This is an optimization exercise on Yosys and OpenROAD, whose aim is small area and a short achievable clock period, not a production implementation.
Where RTL was checked, it was by simulation tests only, not by an equivalence proof against the original.

// fdiv_stream
module fdiv_stream (
    input wire clk,
    input wire rstn,
    input wire in_valid,
    input wire [31:0] in_x1,
    input wire [31:0] in_x2,
    output reg out_valid,
    output reg [31:0] out_y );
    reg v_q;
    reg [31:0] x1_q;
    reg [31:0] x2_q;
    always @(posedge clk) begin
        if (~rstn) v_q <= 1'b0; else v_q <= in_valid;
        x1_q <= in_x1;
        x2_q <= in_x2;
    end
    wire n_s, n_z;
    wire [24:0] n_a; wire [22:0] n_b;
    wire signed [5:0] n_g;
    wire [8:0] n_e;
    fdiv_norm norm0 (.x1(x1_q), .x2(x2_q), .s(n_s), .z(n_z), .a(n_a), .b(n_b), .g(n_g), .e(n_e));
    wire [26:0] d1_s, d1_c; wire d1_n, d1_1, d1_2;
    fdiv_r4 d1 (.s({2'b00, n_a}), .c(27'd0), .first(1'b1), .b(n_b), .s_o(d1_s), .c_o(d1_c), .qneg(d1_n), .q1(d1_1), .q2(d1_2));
    wire [26:0] d2_s, d2_c; wire d2_n, d2_1, d2_2;
    fdiv_r4 d2 (.s(d1_s), .c(d1_c), .first(1'b0), .b(n_b), .s_o(d2_s), .c_o(d2_c), .qneg(d2_n), .q1(d2_1), .q2(d2_2));
    wire [26:0] d3_s, d3_c; wire d3_n, d3_1, d3_2;
    fdiv_r4 d3 (.s(d2_s), .c(d2_c), .first(1'b0), .b(n_b), .s_o(d3_s), .c_o(d3_c), .qneg(d3_n), .q1(d3_1), .q2(d3_2));
    wire [26:0] d4_s, d4_c; wire d4_n, d4_1, d4_2;
    fdiv_r4 d4 (.s(d3_s), .c(d3_c), .first(1'b0), .b(n_b), .s_o(d4_s), .c_o(d4_c), .qneg(d4_n), .q1(d4_1), .q2(d4_2));
    wire [26:0] d5_s, d5_c; wire d5_n, d5_1, d5_2;
    fdiv_r4 d5 (.s(d4_s), .c(d4_c), .first(1'b0), .b(n_b), .s_o(d5_s), .c_o(d5_c), .qneg(d5_n), .q1(d5_1), .q2(d5_2));
    reg v_1;
    reg s_1;
    reg z_1;
    reg [22:0] b_1;
    reg signed [5:0] g_1;
    reg [8:0] e_1;
    reg [26:0] ws_1;
    reg [26:0] wc_1;
    reg [14:0] qd_1;
    always @(posedge clk) begin
        if (~rstn) v_1 <= 1'b0; else v_1 <= v_q;
        s_1 <= n_s;
  ...
==> module fdiv_post, before the edit <==
module fdiv_post (
  input  wire [25:0] s,
  input  wire [25:0] c,
  input  wire [24:0] qp,    
  input  wire [24:0] qn,
  input  wire [22:0] b,
  input  wire signed [5:0] g,
  input  wire [ 8:0] e,
  input  wire        z,
  input  wire        sg,
  output wire [31:0] y
);
  wire [23:0] bf  = {1'b1, b};
  wire        neg = g[5];
  wire [4:0]  gi  = ~g[4:0];              
  wire [23:0] bs  = neg ? 24'd0 : {1'b0, bf[23:1]} >> g[4:0];
  wire [24:0] keep = neg ? ~((25'd2 << gi) - 25'd1) : {25{1'b1}};
  wire [23:0] oh  = keep[24:1] & ~keep[23:0];    
  wire [25:0] k_s = s ^ c ^ {2'd0, bs};
  wire [25:0] k_c = {(s[24:0] & c[24:0]) | (s[24:0] & {1'd0, bs}) | (c[24:0] & {1'd0, bs}), 1'b0};
  wire [25:0] t;
  fdiv_rca #(26) add_t (.x(k_s), .y(k_c), .ci(1'b0), .s(t));
  wire        c_lo = ~t[25];
  function automatic carry25(input [24:0] x, input [24:0] y);
    integer i;
    begin
      carry25 = 1'b1;
      for (i = 0; i < 25; i = i + 1)
        carry25 = (x[i] & y[i]) | (x[i] & carry25) | (y[i] & carry25);
    end
  endfunction
  wire        c_hi = t[25] ^ carry25(t[24:0], ~{1'd0, bf});
  wire [24:0] xb = ~qn;
  wire [24:0] xo = {1'b0, oh};
  wire [24:0] x_s = qp ^ xb ^ xo;
  wire [24:0] x_c = {(qp[23:0] & xb[23:0]) | (qp[23:0] & xo[23:0]) | (xb[23:0] & xo[23:0]), 1'b0};
  wire [24:0] x0;
  fdiv_rca #(25) add_x (.x(x_s), .y(x_c), .ci(1'b0), .s(x0));
  wire [24:0] x1 = x0 + 25'd1;
  wire [24:0] x2 = x0 + 25'd2;
  wire [24:0] v  = c_hi ? x2 : c_lo ? x1 : x0;
  wire [24:0] vm  = v & keep;
  wire [22:0] m   = v[24] ? vm[23:1] : vm[22:0];
  wire [8:0]  ec  = (z | ~v[24]) ? e : e + 9'd1;
  wire        inf = (ec == 9'd255);
  wire        dnm = ec[8] | (ec == 9'd0);
  assign y = {sg, dnm ? 8'd0 : inf ? 8'd255 : ec[7:0], (inf | dnm | z) ? 23'd0 : m};
endmodule
export LEC_CHECK = 0
export CAP_MARGIN = 20
export CORE_MARGIN = 2
export CORE_UTILIZATION = 40
export SLEW_MARGIN = 20
create_clock -name core_clock -period 170.0 [get_ports {clk}]
standard.sh (not shown) runs the stock make flow with config.mk's settings and CLKGATE_MAP_FILE= SYNTH_SCRIPT=/design/flow/synth_recipe.tcl, a recipe that flattens the netlist after the stock synthesis.
==> flow/flow/run.sh <==
#!/bin/bash
# Layout: the standard flow (standard.sh) with three changes.
# 1. Synthesis: Yosys's synth runs with -noabc, which skips only its generic
#    pre-mapping ABC pass, so the adder extraction sees the full adders with
#    the polarity the RTL writes them in instead of wrapped in inverters. The
#    final ABC mapping, the registers and the rest of synthesis are standard.
# 2. Port buffers: buffer_ports still buffers every input and output, with
#    sky130_fd_sc_hd__buf_1 instead of the delay cell it picks by default.
# 3. Clock tree: smaller buffers and no dummy loads.
set -euo pipefail
sed 's/yosys synth -nofsm -noshare /yosys synth -nofsm -noshare -noabc /' synth_recipe.tcl > synth_recipe_noabc.tcl
grep -q -- '-noabc' synth_recipe_noabc.tcl
bash standard.sh SYNTH_SCRIPT="$PWD/synth_recipe_noabc.tcl" \
  "BUFFER_PORTS_ARGS=-buffer_cell sky130_fd_sc_hd__buf_1" \
  "CTS_ARGS=-sink_clustering_enable -repair_clock_nets -buf_list sky130_fd_sc_hd__clkbuf_16 -sink_clustering_size 18 -sink_clustering_max_diameter 80 -dont_use_dummy_load" \
  finish > standard.log 2>&1
Next try:
--- a/flow/design.v
+++ b/flow/design.v
@@ -1185,13 +1185,12 @@
   wire [24:0] xo = {1'b0, oh};
   wire [24:0] x_s = qp ^ xb ^ xo;
   wire [24:0] x_c = {(qp[23:0] & xb[23:0]) | (qp[23:0] & xo[23:0]) | (xb[23:0] & xo[23:0]), 1'b0};
   wire [24:0] x0;
   fdiv_rca #(25) add_x (.x(x_s), .y(x_c), .ci(1'b0), .s(x0));
-  wire [24:0] x1 = x0 + 25'd1;
-  wire [24:0] x2 = x0 + 25'd2;
-  wire [24:0] v  = c_hi ? x2 : c_lo ? x1 : x0;
+  wire [24:0] v;
+  fdiv_rca #(25) add_v (.x(x0), .y({24'd0, c_hi}), .ci(c_lo), .s(v));
   wire [24:0] vm  = v & keep;
   wire [22:0] m   = v[24] ? vm[23:1] : vm[22:0];
   wire [8:0]  ec  = (z | ~v[24]) ? e : e + 9'd1;
   wire        inf = (ec == 9'd255);
   wire        dnm = ec[8] | (ec == 9'd0);
The new run completed without violations. Wire length grows by 1.4%. Count of clock-buffer cells in the layout shrinks by 1. Synthesized area grows by 0.55%. Fmax stays flat. Clock skew shrinks by 0.062 ns. Register-to-register slack degrades by 1.2 ns. Core utilization shrinks by 0.12 points. Final area barely changes.
Function not checked in the first run of this note: the RTL went through the layout flow alone.

==> port drivers added, routing unchanged <==
Ports are ideal in the flow. The routed layouts listed here were re-timed in OpenROAD.
Step 1: set_driving_cell puts a clkbuf_16 on clk and a buf_2 on each other input, an assumption about the parent block.
Step 2 times the ports against the registers' clock, not the clock port: input delays grow and output delays shrink by t, the midpoint of the rising clock arrivals with the driver on.
Three values: no drivers, after step 1, after step 2; two values: the first two.
run	shift t [ns]	slack for setup (ns)	pins driven straight from the clock port
the first run	0.653	134.884 / 134.818 / 135.471	1
the second run	0.645	134.952 / 134.883 / 135.528	1
After both steps setup and hold are still met in every run listed.
